This is an optimization exercise on Yosys and OpenROAD, whose aim is small area and a short achievable clock period, not a production implementation.
At most, simulation tests tie the RTL to the original design; equivalence was not proved.
Only the layout flow was run in runs 5 and 6; the RTL was not checked for function there.
Power is estimated from default activity; no workload was simulated.

<file path="design.v">
`timescale 1ns/1ps
module fifo #(
    parameter N = 32,
    parameter depth = 3  
)(
    input wire clk,
    input wire reset,
    input wire wr_en,
    input wire rd_en,
    input [N-1:0] din,
    output reg [N-1:0] dout, 
    output wire full,
    output wire empty
);
    reg [depth-1:0] wr_ptr, rd_ptr;
    localparam DEPTH = 2**depth;
    reg [N-1:0] mem [0:(DEPTH)-1];
    reg [depth:0] count;
    always @(posedge clk or posedge reset) begin
        if(reset) begin
            count <= 0;
            wr_ptr <= 0;
            rd_ptr <= 0;
            dout <= 0;
        end
        else begin
            if (wr_en && !full) begin
                mem[wr_ptr] <= din;
                wr_ptr <= wr_ptr + 1'b1;
            end
            if (rd_en && !empty) begin
                dout <= mem[rd_ptr];
                rd_ptr <= rd_ptr + 1'b1;
            end
            case({(rd_en && !empty), (wr_en && !full)})
                2'b10: count <= count - 1'b1;  
                2'b01: count <= count + 1'b1;  
                default: count <= count;       
            endcase
        end    
    end
    assign full = (count == DEPTH);
    assign empty = (count == 1'b0);
endmodule
</file>
<file path="run.sh">
#!/bin/bash
# synth_recipe.tcl (not shown) runs the flow's synth.tcl, then flattens the netlist and writes it again
# the make line also repeats each setting of config.mk as NAME=value (left out here)
make -C /OpenROAD-flow-scripts/flow DESIGN_CONFIG=/design/flow/config.mk WORK_HOME=/design/flow/orfs CLKGATE_MAP_FILE= SYNTH_SCRIPT=/design/flow/synth_recipe.tcl finish
</file>
<file path="config.mk">
export PLATFORM = sky130hd
export DESIGN_NAME = fifo
export DESIGN_NICKNAME = fifo
export VERILOG_FILES = /design/flow/design.v
export SDC_FILE = /design/flow/constraint.sdc
export NUM_CORES = 4
export LEC_CHECK = 0
export CAP_MARGIN = 20
export CORE_MARGIN = 2
export CORE_UTILIZATION = 40
export SLEW_MARGIN = 20
</file>
<file path="constraint.sdc">
create_clock -name core_clock -period 3.0 [get_ports {clk}]
set_input_delay 0.6000 -clock core_clock [delete_from_list [all_inputs] [get_ports {clk}]]
set_output_delay 0.6000 -clock core_clock [all_outputs]
set_load 0.01 [all_outputs]
</file>
==> impl_results.md, run 1 <==
- Top cells by area, synth: edfxtp_1 67%, dfrtp_1 9.2%, a221oi_1 2.3%
- CTS sink cnt: 298
- Fin. max-slew vios: 0
- Starting density of the core: between 40% and 50%
- Syn nets: 715
- Worst setup EP type: flip-flop
- Synthesis-to-layout area growth: 18.2%
- Startpoint types: flip-flop
- Reg2reg start: count[0]
- Routed WL per cell: around 22 um
- Sequential share of the synthesized area: 76.4%
- Port bufs: 69
- Skew final: 0.0111 ns
- Critical R2R Capture: count[3]
- Simple-gate share of the synthesized area: 4.42%
- Total CTS buffers: 30
- Tcrit/Tclk final: 89.1%
- Critical path, cell by cell: nor3_1 -> a21bo_2 -> inv_1 -> ha_1 -> inv_1 -> ha_1 -> a21o_1 -> a21oi_1 -> mux2i_1 -> o31ai_1
- FFs w/ async S/R, synth: between 10% and 20%
- Reg2reg setup slack: approximately 0.33 ns
- # H-tree levels: 1
- Root Buffer: clkbuf_16
- Psw: 0.00412 W
- Placed insts: between 1k and 1.5k
- Slew margin rel.: 49.7%
- I/O pin cnt: 70
- Syn avg cell area: 17.3 um2
- Diode count: 0
- Adder-Cell Fraction of Synth Area: approximately 1.8%
- Flops & latches, synth: 298
- Pint: 0.00888 W
- Crit Path Category: reg2reg
- Power share of the sequential group: 41.2%
- Gpl congestion: 0.769
- Predominant post-synthesis flop cell: edfxtp_1
- TritonCTS clock tree: built
- Fin Setup TNS: 0 ns
- Worst path arrival time: 3.09 ns
- Commonest cells after routing, fill and taps aside: 256 x edfxtp_1, 69 x clkdlybuf4s50_1, 41 x dfrtp_1
- Combinational fraction of design power: 32.4%
- Fmax: 374 MHz
- Pwr Total: 0.0130 W
- Slowest-stage cell, CP: dfrtp_1
- Die Y: 173 um
- Final min period: 2.67 ns
- Status: no timing/DRC/antenna violations
- DRC: 0
- Pwr Density: between 900 and 1000 mW/mm2
- Peak supply drop: 0.000649 V
- Clk pin slew, worst setup/hold paths: 0.06 ns
- Crit-path max FO: 7
- Setup bufs post-CTS: 0
- Synth Area in Compound Gates: 11.7%
- Core area: 0.0279 mm2
- Final std cells w/o fill: 1,142
- Post-cts sizing count: 0
- Area of the mapped netlist: 0.0114 mm2
- Worst path required time: 3.41 ns
- Post-Place Worst Slack: 0.0799 ns
- Yosys top cell area share: 67.2%
- CTS Hold Bufs: 0
- Initial DRC Count: 590
- Sw frac: 31.7%
- Final wirelength: 25,200 um
- Vias in the first global route: between 6k and 7k
- Post-synth top area cell: edfxtp_1
- Maximum clock path buffer count: 3
- Synth cell types: 39
- CP max stage delay: 0.45 ns
- Yosys warns: 2
- P_leak: 4.66 nW
- Commonest non-fill, non-tap cell in the layout: edfxtp_1
- Worst Setup SP: count[0]
- Clock power share: approximately a quarter
- Largest net degree at the start of global routing: 69
- DRT Pass-1 Iters: 5
- Final Hold Viols: 0
- FP Rows: 61
- Worst Setup Slack, final: 0.327 ns
- Skew-Pair Late Insertion Delay: ~0.54 ns
- First-pass GRT wire length: 38,600 um
- Portion of netlist area occupied by mux cells: about 2.5%
- Antenna-violating nets left: 0
- Antenna violations before repair: 0
- Full die area: 0.0300 mm2
- Hold Crit Class: reg2reg
- Via density: about 5.5
- Layout Utilization: 48.4%
- Worst Reg-to-Reg Cells: 10
- Measured slew at the worst slew-check pin: 0.755 ns
- Share of post-route cells with drive strength above 1: 12.7%
- FILL cells: 2,366
- Via Count: approximately 6.3k
- Cell count after synthesis: 663
- Final HPWL DP: 13,500 um
- Post-synthesis xor/xnor area fraction: 0.306%
- Final Net Count: 793
- Final global-route overflow total: 0
- Max Cap Violations: 0
- Main combinational cell family by area after synthesis: compound AO/OA/AOI/OAI gates
- # setup viols final: 0
- GR Util All Layers: 16.5%
- Hold depth: 2
- RSZ-0062 raised after global routing: false
- Number of synthesized flops with an enable pin: around 260
- Chip width: 173 um
- End of the critical path: count[3]
## metal layers
metal / vias to the layer above / GRT usage (%) / share of wire [%]
li1: 2834 / - / -
met1: 3251 / 21.6 / 43
met2: 174 / 29.2 / 50
met3: 37 / 2.42 / 5.1
met4: 0 / 3.81 / 1.4
met5: - / 0 / 0
## synth_stat cells (4+ instances only)
| cell | number |
|---|---|
| o21ai_0 | 4 |
| a22o_1 | 19 |
| buf_6 | 7 |
| o211a_1 | 17 |
| edfxtp_1 | 256 |
| o31ai_1 | 33 |
| mux2_2 | 22 |
| buf_2 | 22 |
| and3_1 | 11 |
| and2_1 | 7 |
| nand2_1 | 37 |
| nor3b_1 | 5 |
| nor2_1 | 33 |
| dfrtp_1 | 42 |
| a21oi_1 | 6 |
| a22oi_1 | 22 |
| xnor2_1 | 4 |
| nor3_1 | 5 |
| a221oi_1 | 30 |
| ha_1 | 15 |
| a222oi_1 | 21 |
| inv_1 | 8 |
| clkbuf_1 | 10 |
| buf_4 | 8 |
## final cells by class
| class | count | area (um2) | area share (%) |
|---|---|---|---|
| timing repair buffer | 93 | 971 | 7.18 |
| multi-input combinational | 309 | 2390 | 17.7 |
| clock buffer | 47 | 876 | 6.48 |
| sequential | 298 | 8740 | 64.7 |
| clock inverter | 8 | 37.5 | 0.278 |
| tap | 378 | 473 | 3.50 |
| inverter | 9 | 33.8 | 0.250 |
## logic make-up (layout without fill, tap and decap cells)
group                      after synthesis  count (layout)
DFF                                    298             298
AOI/OAI and AO/OA                      159             159
and+or+nand+nor                        105             105
buffers and inverters                   56             157
muxes                                   25              25
adders and majority gates               16              16
xor gates and xnor gates                 4               4
## sequential cells by signal, summed over array words and instances, names as in the netlist
register,cells
wr_ptr,3
mem,256
rd_ptr,3
dout,32
count,4
## power by group through the flow
stage / Sequential, W / Combinational, W / Clock [W]
after global placement: 0.00540 / 0.00416 / 0
after floorplan: 0.00548 / 0.00273 / 0
final: 0.00535 / 0.00421 / 0.00344
after CTS: 0.00536 / 0.00426 / 0.00352
after detailed placement: 0.00544 / 0.00425 / 0
after global routing: 0.00541 / 0.00460 / 0.00370
## per-stage QoR
step                hold slack (ns)  cell area, um2
detailed placement            0.466           12600
CTS                           0.479           13500
finish                        0.475           13500
global route                  0.513           13500
global placement              0.464           12600
floorplan                     0.498           11400
## critical path, delay by kind of cell, from the launching register on
kind            cells  cell delay, ns
compound gates      4            0.79
fa+ha+maj           2            0.50
flops               1            0.45
simple gates        1            0.28
mux                 1            0.27
buf+inv             2            0.24
## worst min path at each step
stage	start	to	slack [ns]
after floorplan	rd_ptr[0]	rd_ptr[0]	0.50
after global placement	dout[27]	dout[27]	0.46
after detailed placement	dout[14]	dout[14]	0.47
after CTS	dout[14]	dout[14]	0.48
after global routing	dout[26]	dout[26]	0.51
final	dout[14]	dout[14]	0.48
==> run 2, diff against run 1 <==
==> design.v (replaced) <==
`timescale 1ns/1ps
module fifo #(
    parameter N = 32,
    parameter depth = 3  
)(
    input wire clk,
    input wire reset,
    input wire wr_en,
    input wire rd_en,
    input [N-1:0] din,
    output reg [N-1:0] dout,
    output reg full,
    output reg empty
);
    localparam DEPTH = 2**depth;
    reg [depth-1:0] wr_ptr, rd_ptr;
    reg [N-1:0] mem [0:DEPTH-1];
    wire wr_fire = wr_en & ~full;
    wire rd_fire = rd_en & ~empty;
    wire [depth-1:0] wr_ptr_inc = wr_ptr + 1'b1;
    wire [depth-1:0] rd_ptr_inc = rd_ptr + 1'b1;
    wire [DEPTH-1:0] wr_sel = {{(DEPTH-1){1'b0}}, 1'b1} << wr_ptr;
    wire [DEPTH-1:0] rd_sel = {{(DEPTH-1){1'b0}}, 1'b1} << rd_ptr;
    wire [DEPTH-1:0] rsel = rd_sel & {DEPTH{rd_fire}};
    wire hold = ~rd_fire;
    wire [N-1:0] dout_nx;
    wire [N-1:0] g0, g1, g2;
    genvar b;
    generate
        for (b = 0; b < N; b = b + 1) begin : rd
            fifo_aoi222 u0 (.a1(rsel[0]), .a2(mem[0][b]), .b1(rsel[1]), .b2(mem[1][b]),
                            .c1(rsel[2]), .c2(mem[2][b]), .y(g0[b]));
            fifo_aoi222 u1 (.a1(rsel[3]), .a2(mem[3][b]), .b1(rsel[4]), .b2(mem[4][b]),
                            .c1(rsel[5]), .c2(mem[5][b]), .y(g1[b]));
            fifo_aoi222 u2 (.a1(rsel[6]), .a2(mem[6][b]), .b1(rsel[7]), .b2(mem[7][b]),
                            .c1(hold),    .c2(dout[b]),   .y(g2[b]));
            fifo_nand3 u3 (.a(g0[b]), .b(g1[b]), .c(g2[b]), .y(dout_nx[b]));
        end
    endgenerate
    integer i;
    always @(posedge clk) begin
        for (i = 0; i < DEPTH; i = i + 1)
            if (wr_fire & wr_sel[i])
                mem[i] <= din;
    end
    always @(posedge clk or posedge reset) begin
        if (reset) begin
            wr_ptr <= 0;
            rd_ptr <= 0;
            dout   <= 0;
            full   <= 1'b0;
            empty  <= 1'b1;
        end else begin
            if (wr_fire)
                wr_ptr <= wr_ptr_inc;
            if (rd_fire)
                rd_ptr <= rd_ptr_inc;
            dout <= dout_nx;
            full  <= ~rd_fire & (full  | (wr_fire & (wr_ptr_inc == rd_ptr)));
            empty <= ~wr_fire & (empty | (rd_fire & (rd_ptr_inc == wr_ptr)));
        end
    end
endmodule
module fifo_aoi222 (
    input wire a1, a2, b1, b2, c1, c2,
    output wire y
);
    assign y = ~((a1 & a2) | (b1 & b2) | (c1 & c2));
endmodule
module fifo_nand3 (
    input wire a, b, c,
    output wire y
);
    assign y = ~(a & b & c);
endmodule
--- a/config.mk
+++ b/config.mk
@@ -8,4 +8,8 @@
 export CAP_MARGIN = 20
 export CORE_MARGIN = 2
 export CORE_UTILIZATION = 40
+export CTS_BUF_LIST = sky130_fd_sc_hd__clkbuf_4 sky130_fd_sc_hd__clkbuf_8
+export CTS_CLUSTER_SIZE = 30
 export SLEW_MARGIN = 20
+export SYNTH_HIERARCHICAL = 1
+export SYNTH_MINIMUM_KEEP_SIZE = 0
==> impl_results.md, run 2 <==
- Status: no timing/DRC/antenna violations
- Max Cap Violations: 0 (unchanged)
- Commonest cells after routing, fill and taps aside: 256 x edfxtp_1, 96 x a222oi_1, 69 x clkdlybuf4s50_1
- Number of synthesized flops with an enable pin: 256 (unchanged)
- Largest net degree at the start of global routing: 33 (-52%)
- Final HPWL DP: 11,800 um (-13%)
- I/O pin cnt: 70 (unchanged)
- Post-synth top area cell: edfxtp_1
- Max reg flops: 256 (unchanged)
- GR Util All Layers: 17.6% (+1.1 points)
- Largest Register: mem
- FP Rows: 58 (-4.9%)
- Worst path arrival time: 1.65 ns (-1.44 ns)
- P_leak: 4.27 nW (-8.3%)
- Most frequent cell after synthesis: edfxtp_1
- Routed WL per cell: 23.9 um (+8.6%)
- Post-cts sizing count: 0 (unchanged)
- Setup bufs post-CTS: 0 (unchanged)
- Crit Path Category: reg2out
- Via Count: 5,602 (-11%)
- Syn avg cell area: 21.3 um2 (+23%)
- FILL cells: 1,990 (-16%)
- Final wirelength: 23,400 um (-6.8%)
- Predominant post-synthesis flop cell: edfxtp_1
- Full die area: 0.0270 mm2 (-10%)
- Via density: 5.72 (+3.7%)
- DRT Pass-1 Iters: 7 (+2)
- Area of the mapped netlist: 0.0103 mm2 (-10%)
- Vias in the first global route: 5,885 (-10%)
- Slew margin rel.: 62.8% (+13 points)
- Worst setup EP type: output pin
- Measured slew at the worst slew-check pin: 0.558 ns (-0.197 ns)
- TritonCTS clock tree: built
- Critical path, cell by cell: clkdlybuf4s50_1
- Slowest-stage cell, CP: dfstp_2
- Synth cell count leaders: 256 x edfxtp_1, 96 x a222oi_1, 39 x dfrtp_1
- RSZ-0062 raised after global routing: false
- CTS Hold Bufs: 0 (unchanged)
- Top cells by area, synth: edfxtp_1 75%, dfrtp_1 9.5%, a222oi_1 9.4%
- Yosys warns: 9 (+7)
- Starting density of the core: 40.8% (-0.16 points)
- # H-tree levels: 2 (+1)
- Final Hold Viols: 0 (unchanged)
- Synthesis-to-layout area growth: 22.5%
- Crit-path max FO: 3 (-4)
- Skew-Pair Late Insertion Delay: 0.55 ns (about the same)
- Synth cell types: 21 (-46%)
- Final min period: 2.25 ns (-0.418 ns)
- Die Y: 164 um (-5.1%)
- Top flop regs: mem (256), dout (32)
- Fin. max-slew vios: 0 (unchanged)
- Port bufs: 69 (unchanged)
- Antenna violations before repair: 1 (+1)
- Worst path required time: 2.40 ns (-1.01 ns)
- Pwr Density: 896 mW/mm2 (-6.8%)
- Hold Crit Class: in2async
- Chip width: 164 um (-5.1%)
- Syn nets: 531 (-26%)
- Share of post-route cells with drive strength above 1: 15.7% (+3.0 points)
- Worst Path Buf+Inv: 1 (-1)
- Startpoint types: flip-flop
- First-pass GRT wire length: 34,700 um (-10%)
- # setup viols final: 0 (unchanged)
- Final global-route overflow total: 0 (unchanged)
- Fin Setup TNS: 0 ns (unchanged)
- WHS: 0.432 ns (-0.0435 ns)
- Skew final: 0.0170 ns (+0.00590 ns)
- Total CTS buffers: 45 (+50%)
- Yosys top cell area share: 74.9% (+7.6 points)
- Initial DRC Count: 774 (+31%)
- CTS sink cnt: 296 (-0.67%)
- Fmax: 444 MHz (+19%)
- Antenna-violating nets left: 0 (unchanged)
- Clk pin slew, worst setup/hold paths: 0.06 ns (about the same)
- Flops & latches, synth: 296 (-0.67%)
- FFs w/ async S/R, synth: 13.5% (-0.58 points)
- Final Net Count: 663 (-16%)
- Gpl congestion: 0.721 (-6.3%)
- Peak supply drop: 0.000584 V (-10%)
- Sequential share of the synthesized area: 84.6% (+8.2 points)
- Diode count: 0 (unchanged)
- Cell count after synthesis: 483 (-27%)
- DRC: 0 (unchanged)
- Worst Setup Slack, final: 0.745 ns (+0.418 ns)
- Root Buffer: clkbuf_8
- Post-Place Worst Slack: 0.511 ns (+0.432 ns)
- Tcrit/Tclk final: 75.2% (-14 points)
- Core area: 0.0252 mm2 (-9.9%)
- Maximum clock path buffer count: 3 (unchanged)
- CP max stage delay: 0.57 ns (+0.12 ns)
- Cell family with the largest share of critical-path delay: flip-flops
- Commonest non-fill, non-tap cell in the layout: edfxtp_1
## run 2: logic make-up (layout without fill, tap and decap cells)
group,count (synthesis),in the layout,share of synthesized area (%)
fa+ha+maj,12,12,1.46
buf+inv,10,177,0.475
simple gates,56,56,3.06
flops,296,296,84.6
xor+xnor,7,7,0.670
compound gates,102,102,9.72
## run 2: report_power, final
part / leakage (nW) / internal (W) / switching, W
logic: 0.963 / 0.00106 / 0.00130
registers: 2.81 / 0.00528 / 0.000325
clock network: 0.495 / 0.00186 / 0.00145
total: 4.27 / 0.00820 / 0.00308
## run 2: per-layer routing
layer / up-vias / wire length (um) / track usage, % / part of all wire (%)
met2: 273 / 11800 / 30.1 / 50
met3: 40 / 1920 / 3.91 / 8.2
met1: 2841 / 9280 / 22.6 / 40
met5: - / 16 / 0 / 0.068
met4: 2 / 421 / 5.30 / 1.8
li1: 2446 / - / - / -
## run 2: worst paths after layout
check                      startpoint  slack [ns]  cells after the start         to
min in group core_clock    mem[4][24]        0.46                      2   dout[24]
hold reg to reg            mem[4][24]        0.46                      2   dout[24]
max in group asynchronous       reset        1.99                      3   dout[29]
setup reg to reg            rd_ptr[0]        0.98                      6    dout[9]
setup / recovery                empty        0.75                      1      empty
hold / removal                  reset        0.43                      2  rd_ptr[0]
## run 2: stage by stage
stage | utilization [%] | power, W | area (um2) | instances
final | 50.0 | 0.0113 | 12600 | 980
after global routing | 50.0 | 0.0118 | 12600 | 980
after CTS | 50.0 | 0.0114 | 12600 | 980
after detailed placement | 46.3 | 0.00808 | 11700 | 898
after global placement | 46.3 | 0.00797 | 11700 | 898
after floorplan | - | 0.00677 | 10300 | 483
## run 2: layout make-up
class	count	area (um2)	share of cell area (%)
Sequential cell	296	8690	69.0
Clock buffer	70	838	6.66
Multi-Input combinational cell	177	1530	12.2
Tap cell	330	413	3.28
Timing Repair Buffer	87	1000	7.95
Inverter	8	30.0	0.239
Clock inverter	12	81.3	0.646
## run 2: modules after synthesis, one instance, submodules excluded
module | cells | area (um2) | times used
fifo | 355 | 9150 | 1
fifo_aoi222 | 1 | 10.0 | 96
fifo_nand3 | 1 | 5.00 | 32
==> run 3, diff against run 2 <==
--- a/config.mk
+++ b/config.mk
@@ -8,8 +8,7 @@
 export CAP_MARGIN = 20
 export CORE_MARGIN = 2
 export CORE_UTILIZATION = 40
-export CTS_BUF_LIST = sky130_fd_sc_hd__clkbuf_4 sky130_fd_sc_hd__clkbuf_8
-export CTS_CLUSTER_SIZE = 30
+export SETUP_SLACK_MARGIN = 1.3
 export SLEW_MARGIN = 20
 export SYNTH_HIERARCHICAL = 1
 export SYNTH_MINIMUM_KEEP_SIZE = 0
==> impl_results.md, run 3 <==
- Area after DPL: 0.0116 mm2 (-0.56%)
- Final std cells w/o fill: 1,027 (+4.8%)
- Skew-Pair Late Insertion Delay: 0.53 ns (-0.02 ns)
- Slew margin rel.: 66.6% (+3.8 points)
- Status: no timing/DRC/antenna violations
- Worst setup EP type: flip-flop
- Syn nets: 531 (unchanged)
- Die Y: 164 um (unchanged)
- Final HPWL DP: 12,200 um (+3.4%)
- Max Cap Violations: 0 (unchanged)
- Worst Reg-to-Reg Cells: 7 (+1)
- Final Net Count: 722 (+8.9%)
- Number of synthesized flops with an enable pin: 256 (unchanged)
- Largest Register: mem
- Post-synth top area cell: edfxtp_1
- Sequential share of the synthesized area: 84.6% (unchanged)
- FFs w/ async S/R, synth: 13.5% (unchanged)
- Cell count after synthesis: 483 (unchanged)
- Placed insts: 892 (-0.67%)
- Root Buffer: clkbuf_16
- # H-tree levels: 1 (-1)
- Core area: 0.0252 mm2 (unchanged)
- P_leak: 4.71 nW (+10%)
- Commonest non-fill, non-tap cell in the layout: edfxtp_1
- Tcrit/Tclk final: 66.6% (-8.6 points)
- Post-route cell area: 0.0134 mm2 (+6.9%)
- Synth cell types: 21 (unchanged)
- FP Rows: 58 (unchanged)
- Pwr Total: 0.0123 W (+9.5%)
- Fmax: 501 MHz (+13%)
- Full die area: 0.0270 mm2 (unchanged)
- Yosys top cell area share: 74.9% (unchanged)
- Clk pin slew, worst setup/hold paths: 0.06 ns (about the same)
- Pwr Density: 918 mW/mm2 (+2.4%)
- Startpoint types: flip-flop
- Yosys warns: 9 (unchanged)
- Area of the multi-input gates: 0.00175 mm2 (+14%)
- Antenna violations before repair: 2 (+1)
- Final min period: 2.00 ns (-0.257 ns)
- Worst path arrival time: 2.38 ns (+0.73 ns)
- Predominant post-synthesis flop cell: edfxtp_1
- Fin Setup TNS: 0 ns (unchanged)
- Antenna-violating nets left: 0 (unchanged)
- Starting density of the core: 40.8% (unchanged)
- I/O pin cnt: 70 (unchanged)
- Top cells by area, synth: edfxtp_1 75%, dfrtp_1 9.5%, a222oi_1 9.4%
- CTS sink cnt: 296 (unchanged)
- Syn avg cell area: 21.3 um2 (unchanged)
- Maximum clock path buffer count: 3 (unchanged)
- Synthesis-to-layout area growth: 31.0%
- Fin. max-slew vios: 0 (unchanged)
- Routed WL per cell: 30.0 um (+26%)
- Reg area: 0.00869 mm2 (about the same)
- Final wirelength: 30,900 um (+32%)
- Via density: 6.09 (+6.6%)
- Flops & latches, synth: 296 (unchanged)
- # setup viols final: 0 (unchanged)
- Synth cell count leaders: 256 x edfxtp_1, 96 x a222oi_1, 39 x dfrtp_1
- Via Count: 6,258 (+12%)
- Vias in the first global route: 6,349 (+7.9%)
- Chip width: 164 um (unchanged)
- Measured slew at the worst slew-check pin: 0.501 ns (-0.0570 ns)
- DRT Pass-1 Iters: 6 (-1)
- First-pass GRT wire length: 43,400 um (+25%)
- Largest net degree at the start of global routing: 33 (unchanged)
- DRC: 0 (unchanged)
- FILL cells: 1,934 (-2.8%)
- Area of the mapped netlist: 0.0103 mm2 (unchanged)
- Hold Crit Class: in2async
- Skew final: 0.00842 ns (-0.00856 ns)
- RSZ-0062 raised after global routing: true
- TritonCTS clock tree: built
- Commonest cells after routing, fill and taps aside: 256 x edfxtp_1, 96 x a222oi_1, 48 x buf_4
- Worst path required time: 3.39 ns (+0.99 ns)
- Crit Path Category: reg2reg
- Most frequent cell after synthesis: edfxtp_1
- WHS: 0.414 ns (-0.0180 ns)
- Gpl congestion: 0.693 (-3.9%)
- Top flop regs: mem (256), dout (32)
- Initial DRC Count: 1,071 (+38%)
- Max reg flops: 256 (unchanged)
- Final Hold Viols: 0 (unchanged)
- CTS Hold Bufs: 0 (unchanged)
- Crit-path max FO: 8 (+5)
- Total CTS buffers: 29 (-36%)
- Peak supply drop: 0.000513 V (-12%)
- Reg2reg setup slack: 1.00 ns (+0.02 ns)
- GR Util All Layers: 23.0% (+5.3 points)
- Share of post-route cells with drive strength above 1: 28.7% (+13 points)
- Final global-route overflow total: 0 (unchanged)
- Port bufs: 69 (unchanged)
## run 3: cell counts after synthesis
No cell type changed its count.
## run 3: timing repair
| item | CTS | global route |
|---|---|---|
| resized for setup | 176 | 8 |
| pin swaps | 86 | 24 |
| endpoints found under the setup margin | 262 | 158 |
| buffers inserted | 37 | 21 |
| gates cloned | 22 | 1 |
## run 3: logic make-up after synthesis
kind of cell               count (synthesis)  share of synthesized area, %
DFF                                      296                          84.6
AOI/OAI and AO/OA                        102                          9.72
and+or+nand+nor                           56                          3.06
adders and majority gates                 12                          1.46
xor gates and xnor gates                   7                         0.670
buffers and inverters                     10                         0.475
## run 3: final timing paths
check / end / from
max: dout[20] / empty
min: dout[22] / reset
max reg2reg: dout[20] / empty
min reg2reg: dout[14] / mem[1][14]
max in group asynchronous: dout[1] / reset
min in group core_clock: dout[14] / mem[1][14]
## run 3: power breakdown
part           total [W]  internal [W]  switching, W
logic            0.00319       0.00144       0.00176
registers        0.00560       0.00528      0.000314
clock network    0.00356       0.00211       0.00145
total             0.0123       0.00883       0.00352
## run 3: final cells by class
type / instances / area share (%)
clock inverter: 12 / 1.01
sequential: 296 / 64.6
antenna: 1 / 0.0186
timing repair buffer: 150 / 12.1
inverter: 8 / 0.251
multi-input combinational: 189 / 13.0
clock buffer: 41 / 5.95
tap: 330 / 3.07
## run 3: per-layer routing
layer | vias to the layer above | global-route usage [%] | part of all wire (%)
met5 | - | 0 | 0.052
met1 | 3146 | 30.7 | 36
met3 | 73 | 5.33 | 13
met4 | 2 | 6.86 | 2.8
met2 | 443 | 37.7 | 48
li1 | 2594 | - | -
## run 3: worst max-delay path, cell delays in order, from the launching register on
cell      delay [ns]
dfstp_2         0.56
nor2b_4         0.06
buf_6           0.12
and3_4          0.22
buf_12          0.15
buf_16          0.15
a222oi_1        0.45
nand3_1         0.14
## run 3: modules after synthesis (local to each module, per instance)
module       cells  area (um2)  flip-flops and latches  copies in the design
fifo           355        9150                     296                     1
fifo_aoi222      1        10.0                       0                    96
fifo_nand3       1        5.00                       0                    32
## run 3: per-stage QoR
| stage | utilization, % | setup slack, ns |
|---|---|---|
| floorplan | - | 1.30 |
| global placement | 46.1 | 0.537 |
| detailed placement | 46.1 | 0.440 |
| CTS | 52.1 | 1.13 |
| global route | 53.4 | 1.02 |
| finish | 53.4 | 1.00 |
==> run 4, diff against run 3 <==
--- a/config.mk
+++ b/config.mk
@@ -8,7 +8,6 @@
 export CAP_MARGIN = 20
 export CORE_MARGIN = 2
 export CORE_UTILIZATION = 40
-export SETUP_SLACK_MARGIN = 1.3
 export SLEW_MARGIN = 20
 export SYNTH_HIERARCHICAL = 1
 export SYNTH_MINIMUM_KEEP_SIZE = 0
==> impl_results.md, run 4 <==
- Status: no timing/DRC/antenna violations
- Initial DRC Count: 746 (-30%)
- Chip width: 164 um (unchanged)
- Yosys top cell area share: 74.9% (unchanged)
- Worst path required time: 2.40 ns (-0.99 ns)
- Met2 routed WL: 11,700 um (-21%)
- Startpoint types: flip-flop
- Peak supply drop: 0.000430 V (-16%)
- Sequential share of the synthesized area: 84.6% (unchanged)
- Worst setup EP type: output pin
- Setup bufs post-CTS: 0 (-100%)
- Post-synth top area cell: edfxtp_1
- Antenna-violating nets left: 0 (unchanged)
- Root Buffer: clkbuf_16
- Gpl congestion: 0.721 (+4.0%)
- Pwr Density: 937 mW/mm2 (+2.0%)
- Final min period: 2.26 ns (+0.260 ns)
- Fin Setup TNS: 0 ns (unchanged)
- # setup viols final: 0 (unchanged)
- FFs w/ async S/R, synth: 13.5% (unchanged)
- Reg2reg setup slack: 0.97 ns (-0.03 ns)
- Reg area: 0.00869 mm2 (about the same)
- Highest layer used for signal routing: met5
- FP Rows: 58 (unchanged)
- Vias in the first global route: 5,719 (-9.9%)
- Diode count: 0 (-1)
- DRC: 0 (unchanged)
- CTS sink cnt: 296 (unchanged)
- Critical path, cell by cell: clkdlybuf4s50_1
- Top flop regs: mem (256), dout (32)
- Share of post-route cells with drive strength above 1: 11.5% (-17 points)
- Final global-route overflow total: 0 (unchanged)
- Tcrit/Tclk final: 75.2% (+8.7 points)
- Synthesis-to-layout area growth: 24.1%
- Most frequent cell after synthesis: edfxtp_1
- Pwr Total: 0.0119 W (-3.3%)
- Total CTS buffers: 30 (+3.4%)
- I/O pin cnt: 70 (unchanged)
- Skew-Pair Late Insertion Delay: 0.55 ns (+0.02 ns)
- FILL cells: 1,970 (+1.9%)
- # H-tree levels: 1 (unchanged)
- Final HPWL DP: 11,800 um (-3.3%)
- Largest net degree at the start of global routing: 33 (unchanged)
- P_leak: 4.30 nW (-8.8%)
- Area of the multi-input gates: 0.00153 mm2 (-12%)
- Routed WL per cell: 24.5 um (-19%)
- Worst path arrival time: 1.66 ns (-0.72 ns)
- Yosys warns: 9 (unchanged)
- Skew final: 0.0221 ns (+0.0137 ns)
- Layout Utilization: 50.6% (-2.8 points)
- Port bufs: 69 (unchanged)
- Top cells by area, synth: edfxtp_1 75%, dfrtp_1 9.5%, a222oi_1 9.4%
- Slew margin rel.: 63.7% (-2.9 points)
- Antenna violations before repair: 1 (-1)
- GR Util All Layers: 17.4% (-5.5 points)
- Predominant post-synthesis flop cell: edfxtp_1
- Die Y: 164 um (unchanged)
- CTS Hold Bufs: 0 (unchanged)
- Wl on met1: 9310 um (-17%)
- Largest Register: mem
- Critical R2R Capture: dout[5]
- Max Cap Violations: 0 (unchanged)
- Measured slew at the worst slew-check pin: 0.544 ns (+0.0433 ns)
- Commonest cells after routing, fill and taps aside: 256 x edfxtp_1, 96 x a222oi_1, 69 x clkdlybuf4s50_1
- Cell count after synthesis: 483 (unchanged)
- Syn nets: 531 (unchanged)
- Clk pin slew, worst setup/hold paths: 0.06 ns (about the same)
- TritonCTS clock tree: built
- Hold Crit Class: in2async
- Cell family with the largest share of critical-path delay: flip-flops
- Synth cell count leaders: 256 x edfxtp_1, 96 x a222oi_1, 39 x dfrtp_1
- Worst Reg-to-Reg Cells: 6 (-1)
- DRT Pass-1 Iters: 8 (+2)
- Number of synthesized flops with an enable pin: 256 (unchanged)
- Crit Path Category: reg2out
- First-pass GRT wire length: 34,600 um (-20%)
- Area of the mapped netlist: 0.0103 mm2 (unchanged)
- Final Hold Viols: 0 (unchanged)
- Crit-path max FO: 3 (-5)
- CP max stage delay: 0.57 ns (about the same)
- Final wirelength: 23,300 um (-24%)
- Flops & latches, synth: 296 (unchanged)
- Full die area: 0.0270 mm2 (unchanged)
- Via density: 5.85 (-4.1%)
- Commonest non-fill, non-tap cell in the layout: edfxtp_1
- Slowest-stage cell, CP: dfstp_2
- Reg2reg start: rd_ptr[0]
- RSZ-0062 raised after global routing: false
- Core area: 0.0252 mm2 (unchanged)
- Maximum clock path buffer count: 3 (unchanged)
- Post-cts sizing count: 0 (-100%)
- Worst Path Buf+Inv: 1 (-2)
- Synth cell types: 21 (unchanged)
- Max reg flops: 256 (unchanged)
- Final Net Count: 648 (-10%)
- Fin. max-slew vios: 0 (unchanged)
- Met3 wire length: 1840 um (-54%)
- Starting density of the core: 40.8% (unchanged)
- Via Count: 5,577 (-11%)
- Fmax: 443 MHz (-11%)
- Syn avg cell area: 21.3 um2 (unchanged)
-- run 4: stage by stage --
stage | worst slack, ns | instance area [um2] | hold slack [ns] | cells
5_1_grt | 0.694 | 12700 | 0.452 | 954
6_report | 0.743 | 12700 | 0.417 | 954
4_1_cts | 0.716 | 12700 | 0.423 | 954
3_5_place_dp | 0.511 | 11700 | 0.460 | 898
2_1_floorplan | 0.884 | 10300 | 0.447 | 483
3_3_place_gp | 0.621 | 11700 | 0.453 | 898
-- run 4: layout make-up --
cell class	instances	area share [%]
Inverter	8	0.236
Timing Repair Buffer	87	7.85
Clock buffer	37	6.25
Sequential cell	296	68.2
Tap cell	330	3.24
Clock inverter	19	2.21
Multi-Input combinational cell	177	12.0
-- run 4: logic make-up (layout without fill, tap and decap cells) --
group / count (synthesis) / count (layout) / synth area share (%)
AND/OR/NAND/NOR: 56 / 56 / 3.06
XOR/XNOR: 7 / 7 / 0.670
adder cells (fa/ha/maj): 12 / 12 / 1.46
flip-flops: 296 / 296 / 84.6
buffers and inverters: 10 / 151 / 0.475
AO/OA/AOI/OAI: 102 / 102 / 9.72
-- run 4: Yosys stat by module, one instance, submodules excluded --
module / copies in the design / cells inside / flip-flops and latches / area, um2
fifo: 1 / 355 / 296 / 9150
fifo_nand3: 32 / 1 / 0 / 5.00
fifo_aoi222: 96 / 1 / 0 / 10.0
-- run 4: worst register-to-register path, cell delays in order (launching register included) --
cell and delay, ns:
dfrtp_1 0.44, ha_1 0.25, ha_1 0.18, and2_1 0.13
buf_4 0.29, a222oi_1 0.45, nand3_1 0.15
-- run 4: where the power goes --
part	leakage (nW)	switching [W]	internal, W
Sequential	2.81	0.000326	0.00528
Combinational	0.963	0.00130	0.00106
Clock	0.524	0.00148	0.00248
Total	4.30	0.00312	0.00882
-- run 4: per-layer routing --
| layer | up-vias | track usage, % |
|---|---|---|
| met2 | 250 | 30.0 |
| met4 | 2 | 3.87 |
| met1 | 2873 | 23.3 |
| met3 | 38 | 2.95 |
| met5 | - | 0 |
| li1 | 2414 | - |
-- run 4: worst max-delay path by stage --
stage          cells after the start         to  slack [ns]  start
2_1_floorplan                      3  mem[1][0]        0.88  wr_en
3_3_place_gp                       6   dout[15]        0.62  rd_en
3_5_place_dp                       6   dout[10]        0.51  rd_en
4_1_cts                            1      empty        0.72  empty
5_1_grt                            1      empty        0.69  empty
6_report                           1      empty        0.74  empty
==> run 5, diff against run 4 <==
--- a/design.v
+++ b/design.v
@@ -17,11 +17,11 @@
     reg [N-1:0] mem [0:DEPTH-1];
     wire wr_fire = wr_en & ~full;
     wire rd_fire = rd_en & ~empty;
-    wire [depth-1:0] wr_ptr_inc = wr_ptr + 1'b1;
-    wire [depth-1:0] rd_ptr_inc = rd_ptr + 1'b1;
-    wire [DEPTH-1:0] wr_sel = {{(DEPTH-1){1'b0}}, 1'b1} << wr_ptr;
-    wire [DEPTH-1:0] rd_sel = {{(DEPTH-1){1'b0}}, 1'b1} << rd_ptr;
-    wire [DEPTH-1:0] rsel = rd_sel & {DEPTH{rd_fire}};
+    wire [depth-1:0] wr_ptr_inc = {wr_ptr[2] ^ (wr_ptr[1] & wr_ptr[0]), wr_ptr[1] ^ wr_ptr[0], ~wr_ptr[0]};
+    wire [depth-1:0] rd_ptr_inc = {rd_ptr[2] ^ (rd_ptr[1] & rd_ptr[0]), rd_ptr[1] ^ rd_ptr[0], ~rd_ptr[0]};
+    wire [DEPTH-1:0] wsel, rsel;
+    fifo_dec3 u_wdec (.en(wr_fire), .p(wr_ptr), .y(wsel));
+    fifo_dec3 u_rdec (.en(rd_fire), .p(rd_ptr), .y(rsel));
     wire hold = ~rd_fire;
     wire [N-1:0] dout_nx;
     wire [N-1:0] g0, g1, g2;
@@ -40,7 +40,7 @@
     integer i;
     always @(posedge clk) begin
         for (i = 0; i < DEPTH; i = i + 1)
-            if (wr_fire & wr_sel[i])
+            if (wsel[i])
                 mem[i] <= din;
     end
     always @(posedge clk or posedge reset) begin
@@ -73,3 +73,10 @@
 );
     assign y = ~(a & b & c);
 endmodule
+module fifo_dec3 (
+    input wire en,
+    input wire [2:0] p,
+    output wire [7:0] y
+);
+    assign y = {8{en}} & (8'd1 << p);
+endmodule
--- a/config.mk
+++ b/config.mk
@@ -7,7 +7,9 @@
 export LEC_CHECK = 0
 export CAP_MARGIN = 20
 export CORE_MARGIN = 2
-export CORE_UTILIZATION = 40
+export CORE_UTILIZATION = 65
+export CTS_BUF_LIST = sky130_fd_sc_hd__clkbuf_8 sky130_fd_sc_hd__clkbuf_16
+export SETUP_SLACK_MARGIN = 1.3
 export SLEW_MARGIN = 20
 export SYNTH_HIERARCHICAL = 1
 export SYNTH_MINIMUM_KEEP_SIZE = 0
==> impl_results.md, run 5 <==
- Synth cell count leaders: 256 x edfxtp_1, 96 x a222oi_1, 39 x dfrtp_1
- Final global-route overflow total: 0 (unchanged)
- Fin Setup TNS: 0 ns (unchanged)
- Post-route cell area: 0.0125 mm2 (-1.7%)
- Final Hold Viols: 0 (unchanged)
- Maximum clock path buffer count: 3 (unchanged)
- # H-tree levels: 1 (unchanged)
- TritonCTS clock tree: built
- Flops & latches, synth: 296 (unchanged)
- Clk pin slew, worst setup/hold paths: 0.06 ns (about the same)
- Measured slew at the worst slew-check pin: 0.648 ns (+0.104 ns)
- Initial DRC Count: 879 (+18%)
- Full die area: 0.0167 mm2 (-38%)
- Sequential share of the synthesized area: 85.1% (+0.48 points)
- Startpoint types: flip-flop
- FP Rows: 45 (-22%)
- Fmax: 511 MHz (+15%)
- Die Y: 129 um (-21%)
- GR Util All Layers: 28.6% (+11 points)
- P_leak: 4.31 nW (+0.25%)
- Worst Setup SP: empty
- Gpl congestion: 0.725 (+0.60%)
- Number of synthesized flops with an enable pin: 256 (unchanged)
- Hold Crit Class: reg2reg
- DRC: 0 (unchanged)
- Max Cap Violations: 0 (unchanged)
- Yosys warns: 9 (unchanged)
- DRT Pass-1 Iters: 6 (-2)
- Routed WL per cell: 28.2 um (+15%)
- I/O pin cnt: 70 (unchanged)
- Chip width: 129 um (-21%)
- Antenna violations before repair: 0 (-1)
- Worst path arrival time: 2.33 ns (+0.67 ns)
- Area of the mapped netlist: 0.0102 mm2 (-0.56%)
- Synthesis-to-layout area growth: 22.6%
- CTS sink cnt: 296 (unchanged)
- Status: no timing/DRC/antenna violations
- Pwr Density: 911 mW/mm2 (-2.8%)
- Fin. max-slew vios: 0 (unchanged)
- Final std cells w/o fill: 842 (-12%)
- Commonest non-fill, non-tap cell in the layout: edfxtp_1
- Top flop regs: mem (256), dout (32)
- Post-synth top area cell: edfxtp_1
- Reg2reg setup slack: 1.04 ns (+0.07 ns)
- Port bufs: 69 (unchanged)
- Worst setup EP type: flip-flop
- Top cells by area, synth: edfxtp_1 75%, dfrtp_1 9.6%, a222oi_1 9.4%
- Reg2reg start: empty
- Core area: 0.0153 mm2 (-39%)
- Worst Reg-to-Reg Cells: 6 (unchanged)
- Predominant post-synthesis flop cell: edfxtp_1
- Syn avg cell area: 21.6 um2 (+1.8%)
- Peak supply drop: 0.000722 V (+68%)
- Slew margin rel.: 56.8% (-6.9 points)
- Skew final: 0.00622 ns (-0.0159 ns)
- Synth cell types: 19 (-9.5%)
- Commonest cells after routing, fill and taps aside: 256 x edfxtp_1, 96 x a222oi_1, 39 x dfrtp_1
- First-pass GRT wire length: 34,400 um (-0.66%)
- Syn nets: 510 (-4.0%)
- CTS Hold Bufs: 0 (unchanged)
- Critical R2R Capture: dout[10]
- Final Net Count: 647 (-0.15%)
- Final wirelength: 23,800 um (+1.8%)
- Final min period: 1.96 ns (-0.301 ns)
- FFs w/ async S/R, synth: 13.5% (unchanged)
- Total CTS buffers: 28 (-6.7%)
- Via Count: 5,813 (+4.2%)
- Placed insts: 772 (-14%)
- Diode count: 0 (unchanged)
- Cell count after synthesis: 472 (-2.3%)
- End of the critical path: dout[10]
- Most frequent cell after synthesis: edfxtp_1
- Share of post-route cells with drive strength above 1: 21.6% (+10 points)
- Max reg flops: 256 (unchanged)
- RSZ-0062 raised after global routing: true
- Yosys top cell area share: 75.3% (+0.42 points)
- Crit-path max FO: 10 (+7)
- Hold depth: 2
- Area after DPL: 0.0115 mm2 (-1.8%)
- Skew-Pair Late Insertion Delay: 0.53 ns (-0.02 ns)
- Worst path required time: 3.38 ns (+0.98 ns)
- Vias in the first global route: 5,845 (+2.2%)
- Largest Register: mem
- Crit Path Category: reg2reg
- Pwr Total: 0.0114 W (-4.5%)
- Layout Utilization: 82.1% (+31 points)
- Largest net degree at the start of global routing: 41 (+24%)
- Via density: 6.90 (+18%)
- Root Buffer: clkbuf_16
- Starting density of the core: 66.9% (+26 points)
- Tcrit/Tclk final: 65.2% (-10 points)
- # setup viols final: 0 (unchanged)
- Antenna-violating nets left: 0 (unchanged)
- Final HPWL DP: 11,300 um (-4.5%)
## run 5: repair_timing
| action | CTS | global route |
|---|---|---|
| endpoints found under the setup margin | 165 | 90 |
| endpoints found under the hold margin | 0 | 0 |
| gates cloned | 3 | 4 |
| pin swaps | 54 | 32 |
| gates resized for setup | 161 | 9 |
| buffers inserted | 8 | 3 |
## run 5: kinds of logic after synthesis
kind of cell,Yosys count,share of synthesized area (%)
adder cells (fa/ha/maj),2,0.245
XOR/XNOR,10,0.931
buffers and inverters,4,0.159
AO/OA/AOI/OAI,98,9.56
AND/OR/NAND/NOR,62,4.02
flip-flops,296,85.1
## run 5: worst min path at each step
stage | from | to | slack [ns]
CTS | mem[1][4] | dout[4] | 0.47
global placement | mem[1][18] | dout[18] | 0.45
global route | mem[1][22] | dout[22] | 0.49
detailed placement | mem[1][14] | dout[14] | 0.46
floorplan | mem[1][0] | dout[0] | 0.45
finish | mem[1][4] | dout[4] | 0.46
## run 5: metrics by stage
| step | hold slack, ns | setup slack (ns) |
|---|---|---|
| 2_1_floorplan | 0.447 | 0.737 |
| 3_3_place_gp | 0.452 | 0.423 |
| 3_5_place_dp | 0.457 | 0.372 |
| 4_1_cts | 0.471 | 1.18 |
| 5_1_grt | 0.491 | 1.01 |
| 6_report | 0.465 | 1.04 |
## run 5: area by class of cell
cell class / count / area [um2]
inverter: 3 / 21.3
sequential: 296 / 8690
timing repair buffer: 108 / 1110
fill: 765 / 2730
clock buffer: 32 / 767
multi-input combinational: 172 / 1560
clock inverter: 20 / 116
tap: 211 / 264
## run 5: critical path, stage by stage (launching register included)
cell      delay (ns)
dfstp_2         0.54
nand2b_4        0.15
inv_8           0.05
and4b_4         0.24
buf_12          0.17
a222oi_1        0.48
nand3_1         0.16
## run 5: where the power goes
part / leakage (nW) / internal, W / total [W] / switching [W]
registers: 2.81 / 0.00529 / 0.00569 / 0.000398
logic: 1.04 / 0.00105 / 0.00239 / 0.00134
clock network: 0.457 / 0.00190 / 0.00332 / 0.00142
total: 4.31 / 0.00825 / 0.0114 / 0.00316
## run 5: Yosys stat by module (local to each module, per instance)
module / times used / cells / flip-flops and latches / cell area, um2
fifo_dec3: 2 / 8 / 0 / 95.1
fifo_nand3: 32 / 1 / 0 / 5.00
fifo: 1 / 328 / 296 / 8900
fifo_aoi222: 96 / 1 / 0 / 10.0
## run 5: metal layers
metal	global-route usage (%)	vias up	routed length, um
met5	0	-	0
met1	39.2	2907	8800
met4	9.08	0	384
li1	-	2445	-
met3	5.95	36	2890
met2	47.2	425	11700
==> run 6, diff against run 5 <==
==> flow/run.sh (new file) <==
#!/bin/bash
# Own layout flow: the standard synthesis unchanged, then the standard ORFS
# layout with smaller port buffers and without the delay and oversized buffer cells.
set -euo pipefail

bash standard.sh synth > synth.log 2>&1

platform_dont_use="sky130_fd_sc_hd__probe_p_8 sky130_fd_sc_hd__probec_p_8 sky130_fd_sc_hd__lpflow_bleeder_1 sky130_fd_sc_hd__lpflow_clkbufkapwr_1 sky130_fd_sc_hd__lpflow_clkbufkapwr_16 sky130_fd_sc_hd__lpflow_clkbufkapwr_2 sky130_fd_sc_hd__lpflow_clkbufkapwr_4 sky130_fd_sc_hd__lpflow_clkbufkapwr_8 sky130_fd_sc_hd__lpflow_clkinvkapwr_1 sky130_fd_sc_hd__lpflow_clkinvkapwr_16 sky130_fd_sc_hd__lpflow_clkinvkapwr_2 sky130_fd_sc_hd__lpflow_clkinvkapwr_4 sky130_fd_sc_hd__lpflow_clkinvkapwr_8 sky130_fd_sc_hd__lpflow_decapkapwr_12 sky130_fd_sc_hd__lpflow_decapkapwr_3 sky130_fd_sc_hd__lpflow_decapkapwr_4 sky130_fd_sc_hd__lpflow_decapkapwr_6 sky130_fd_sc_hd__lpflow_decapkapwr_8 sky130_fd_sc_hd__lpflow_inputiso0n_1 sky130_fd_sc_hd__lpflow_inputiso0p_1 sky130_fd_sc_hd__lpflow_inputiso1n_1 sky130_fd_sc_hd__lpflow_inputiso1p_1 sky130_fd_sc_hd__lpflow_inputisolatch_1 sky130_fd_sc_hd__lpflow_isobufsrc_1 sky130_fd_sc_hd__lpflow_isobufsrc_16 sky130_fd_sc_hd__lpflow_isobufsrc_2 sky130_fd_sc_hd__lpflow_isobufsrc_4 sky130_fd_sc_hd__lpflow_isobufsrc_8 sky130_fd_sc_hd__lpflow_isobufsrckapwr_16 sky130_fd_sc_hd__lpflow_lsbuf_lh_hl_isowell_tap_1 sky130_fd_sc_hd__lpflow_lsbuf_lh_hl_isowell_tap_2 sky130_fd_sc_hd__lpflow_lsbuf_lh_hl_isowell_tap_4 sky130_fd_sc_hd__lpflow_lsbuf_lh_isowell_4 sky130_fd_sc_hd__lpflow_lsbuf_lh_isowell_tap_1 sky130_fd_sc_hd__lpflow_lsbuf_lh_isowell_tap_2 sky130_fd_sc_hd__lpflow_lsbuf_lh_isowell_tap_4"
extra_dont_use="sky130_fd_sc_hd__clkdlybuf4s* sky130_fd_sc_hd__dlygate* sky130_fd_sc_hd__dlymetal* sky130_fd_sc_hd__buf_12 sky130_fd_sc_hd__buf_16 sky130_fd_sc_hd__bufinv_*"

bash standard.sh \
  "BUFFER_PORTS_ARGS=-buffer_cell sky130_fd_sc_hd__buf_2" \
  "DONT_USE_CELLS=$platform_dont_use $extra_dont_use" \
  finish > layout.log 2>&1
==> standard.sh (new file) <==
#!/bin/bash
# synth_recipe.tcl (not shown) runs the flow's synth.tcl, then flattens the netlist and writes it again
# the make line also repeats each setting of config.mk as NAME=value (left out here)
make -C /OpenROAD-flow-scripts/flow DESIGN_CONFIG=/design/flow/config.mk WORK_HOME=/design/flow/orfs CLKGATE_MAP_FILE= SYNTH_SCRIPT=/design/flow/synth_recipe.tcl "${@:-finish}"
--- a/config.mk
+++ b/config.mk
@@ -7,8 +7,7 @@
 export LEC_CHECK = 0
 export CAP_MARGIN = 20
 export CORE_MARGIN = 2
-export CORE_UTILIZATION = 65
-export CTS_BUF_LIST = sky130_fd_sc_hd__clkbuf_8 sky130_fd_sc_hd__clkbuf_16
+export CORE_UTILIZATION = 40
 export SETUP_SLACK_MARGIN = 1.3
 export SLEW_MARGIN = 20
 export SYNTH_HIERARCHICAL = 1
removed: run.sh
==> impl_results.md, run 6 <==
- Status: no timing/DRC/antenna violations
- Final global-route overflow total: 0 (unchanged)
- FILL cells: 2,020 (+160%)
- Synth Area in Compound Gates: 9.56% (unchanged)
- Root Buffer: clkbuf_16
- Final wirelength: 28,000 um (+18%)
- Clk pin slew, worst setup/hold paths: 0.07 ns (about the same)
- Maximum clock path buffer count: 3 (unchanged)
- Main combinational cell family by area after synthesis: compound AO/OA/AOI/OAI gates
- Reg2reg start: empty
- FP Rows: 58 (+29%)
- FFs w/ async S/R, synth: 13.5% (unchanged)
- Final std cells w/o fill: 1,011 (+20%)
- Fmax: 516 MHz (+1.0%)
- DRT Pass-1 Iters: 7 (+1)
- P_leak: 4.50 nW (+4.4%)
- GR Util All Layers: 21.0% (-7.5 points)
- Via Count: 6,028 (+3.7%)
- # setup viols final: 0 (unchanged)
- CTS Hold Bufs: 0 (unchanged)
- Worst path arrival time: 2.42 ns (+0.09 ns)
- Peak supply drop: 0.000547 V (-24%)
- Most used routing layer: met2
- Starting density of the core: 40.7% (-26 points)
- Number of synthesized flops with an enable pin: 256 (unchanged)
- Chip width: 164 um (+27%)
- I/O pin cnt: 70 (unchanged)
- Synth cell types: 19 (unchanged)
- Crit-path max FO: 8 (-2)
- Skew final: 0.00968 ns (+0.00346 ns)
- Synthesis-to-layout area growth: 27.1%
- Reg area: 0.00869 mm2 (about the same)
- Full die area: 0.0268 mm2 (+60%)
- CTS sink cnt: 296 (unchanged)
- Max Cap Violations: 0 (unchanged)
- Reg2reg setup slack: 1.06 ns (+0.02 ns)
- Vias in the first global route: 6,065 (+3.8%)
- Portion of netlist area occupied by mux cells: 0% (unchanged)
- Fin Setup TNS: 0 ns (unchanged)
- Hold Crit Class: in2async
- TritonCTS clock tree: built
- Measured slew at the worst slew-check pin: 0.689 ns (+0.0405 ns)
- Crit Path Category: reg2reg
- Area of the multi-input gates: 0.00158 mm2 (+0.96%)
- Die Y: 164 um (+27%)
- Final Hold Viols: 0 (unchanged)
- Routed WL per cell: 27.7 um (-1.9%)
- Met3 Usage GRT: 4.34% (-1.6 points)
- Top cells by area, synth: edfxtp_1 75%, dfrtp_1 9.6%, a222oi_1 9.4%
- RSZ-0062 raised after global routing: true
- Flops & latches, synth: 296 (unchanged)
- Critical R2R Capture: dout[15]
- Final min period: 1.94 ns (-0.0194 ns)
- Syn nets: 510 (unchanged)
- Pwr Density: 933 mW/mm2 (+2.5%)
- Antenna violations before repair: 1 (+1)
- Yosys top cell area share: 75.3% (unchanged)
- Via density: 5.96 (-14%)
- Slew margin rel.: 53.9% (-2.9 points)
- Final Net Count: 696 (+7.6%)
- Adder-Cell Fraction of Synth Area: 0.245% (unchanged)
- Commonest non-fill, non-tap cell in the layout: edfxtp_1
- Most frequent cell after synthesis: edfxtp_1
- Met1 Track Usage GR: 30.1% (-9.1 points)
- Final HPWL DP: 13,300 um (+18%)
- Fin. max-slew vios: 0 (unchanged)
- DRC: 0 (unchanged)
- Core area: 0.0251 mm2 (+65%)
- Antenna-violating nets left: 0 (unchanged)
- Post-synthesis xor/xnor area fraction: 0.931% (unchanged)
- First-pass GRT wire length: 40,600 um (+18%)
- # H-tree levels: 1 (unchanged)
- Cell count after synthesis: 472 (unchanged)
- Post-synth top area cell: edfxtp_1
- Startpoint types: flip-flop
- Commonest cells after routing, fill and taps aside: 256 x edfxtp_1, 96 x a222oi_1, 55 x buf_2
- Largest Register: mem
- Skew-Pair Late Insertion Delay: 0.55 ns (+0.02 ns)
- Predominant post-synthesis flop cell: edfxtp_1
- Port bufs: 69 (unchanged)
- Area of the mapped netlist: 0.0102 mm2 (unchanged)
- Total CTS buffers: 30 (+7.1%)
- Worst setup EP type: flip-flop
- Worst path required time: 3.49 ns (+0.11 ns)
- Largest net degree at the start of global routing: 37 (-9.8%)
- Syn avg cell area: 21.6 um2 (unchanged)
- Top flop regs: mem (256), dout (32)
- Simple-gate share of the synthesized area: 4.02% (unchanged)
- Placed insts: 892 (+16%)
- Tcrit/Tclk final: 64.6% (-0.65 points)
- Worst Reg-to-Reg Cells: 8 (+2)
- Max reg flops: 256 (unchanged)
- Sequential share of the synthesized area: 85.1% (unchanged)
- M2 GR Usage: 33.6% (-14 points)
- Initial DRC Count: 999 (+14%)
- Share of post-route cells with drive strength above 1: 27.9% (+6.4 points)
- Yosys warns: 9 (unchanged)
- Synth cell count leaders: 256 x edfxtp_1, 96 x a222oi_1, 39 x dfrtp_1
- Gpl congestion: 0.727 (+0.22%)
==> run 6: metrics by stage <==
step	area (um2)	worst slack, ns	utilization, %	hold slack [ns]	power, W
2_1_floorplan	10300	0.737	-	0.447	0.00687
3_3_place_gp	11200	0.507	44.6	0.452	0.00780
3_5_place_dp	11200	0.445	44.6	0.457	0.00788
4_1_cts	12800	1.08	51.1	0.156	0.0120
5_1_grt	13000	0.992	51.7	0.184	0.0126
6_report	13000	1.06	51.7	0.148	0.0121
==> run 6: critical path: stages, from the launching register on <==
cell	delay, ns
dfstp_2	0.37
nand2b_4	0.15
inv_6	0.08
buf_1	0.09
nor4b_4	0.57
clkbuf_2	0.24
buf_8	0.15
a222oi_1	0.11
nand3_1	0.10
==> run 6: worst max path at each step <==
stage                from        end  cells past startpoint
finish              empty   dout[15]                      8
global route        empty   dout[17]                      8
CTS                 empty      empty                      2
detailed placement  rd_en    dout[3]                      7
global placement    rd_en    dout[8]                      7
floorplan           wr_en  mem[0][0]                      3
==> run 6: kinds of logic after synthesis <==
logic type | after synthesis
AND/OR/NAND/NOR | 62
buffers and inverters | 4
flip-flops | 296
AO/OA/AOI/OAI | 98
XOR/XNOR | 10
adder cells (fa/ha/maj) | 2
==> run 6: per-module statistics from Yosys (local to each module, per instance) <==
module / flip-flops and latches / copies in the design / cells inside
fifo: 296 / 1 / 328
fifo_aoi222: 0 / 96 / 1
fifo_dec3: 0 / 2 / 8
fifo_nand3: 0 / 32 / 1
==> run 6: timing repair <==
action,in CTS,in global routing
cloned,12,0
pin swaps,65,46
resized for setup,49,38
buffers inserted,34,18
endpoints found under the setup margin,233,96
==> run 6: power breakdown <==
part,internal (W),leakage [nW],switching (W)
clock,0.00216,0.494,0.00153
combinational,0.00123,1.20,0.00146
sequential,0.00529,2.81,0.000456
total,0.00868,4.50,0.00344
==> run 6: layout make-up <==
| type | count | area share [%] |
|---|---|---|
| well taps | 330 | 3.18 |
| inverters | 3 | 0.145 |
| clock inverters | 14 | 0.540 |
| diodes | 1 | 0.0193 |
| flip-flops and latches | 296 | 66.9 |
| repair buffers | 155 | 9.91 |
| multi-input cells | 172 | 12.1 |
| clock buffers | 40 | 7.13 |
==> run 6: metal layers <==
metal | up-vias | wire length [um]
met1 | 3092 | 11300
met3 | 51 | 3070
li1 | 2544 | -
met2 | 341 | 13100
met4 | 0 | 552
met5 | - | 0

separate check: timing with driven ports:
The results above use ideal ports. As a check the final layouts listed here were re-extracted and re-timed, cells and wires unchanged. Step 1 assumes that a clkbuf_16 drives the clock port and a buf_2 every other input. Step 2 also shifts input and output timing later by t, the mid clock arrival at the registers, as if the neighbouring blocks saw the same clock. Slacks: ideal ports / drivers / drivers and shift; pairs: ideal ports / drivers.
| run | shift t [ns] | slack for setup (ns) | worst register clock-pin slew, ns | worst data-port slew with drivers (ns) | pins driven straight from the clock port |
|---|---|---|---|---|---|
| run 1 | 0.583 | 0.327 / 0.327 / -0.010 | 0.06 / 0.06 | 0.06 | 1 |
| run 2 | 0.583 | 0.745 / 0.702 / 0.479 | 0.06 / 0.06 | 0.09 | 1 |
| run 3 | 0.578 | 1.002 / 1.002 / 0.547 | 0.06 / 0.06 | 0.08 | 1 |
| run 4 | 0.589 | 0.743 / 0.697 / 0.480 | 0.06 / 0.06 | 0.08 | 1 |
| run 5 | 0.573 | 1.044 / 1.044 / 0.511 | 0.06 / 0.06 | 0.06 | 1 |
| run 6 | 0.593 | 1.063 / 1.063 / 0.765 | 0.07 / 0.07 | 0.07 | 1 |
With both steps, setup timing fails in run 1, where it was met with ideal ports. The setup slack of run 5, which loses most, moves by 0.000 ns with the drivers and by -0.533 ns with both steps.
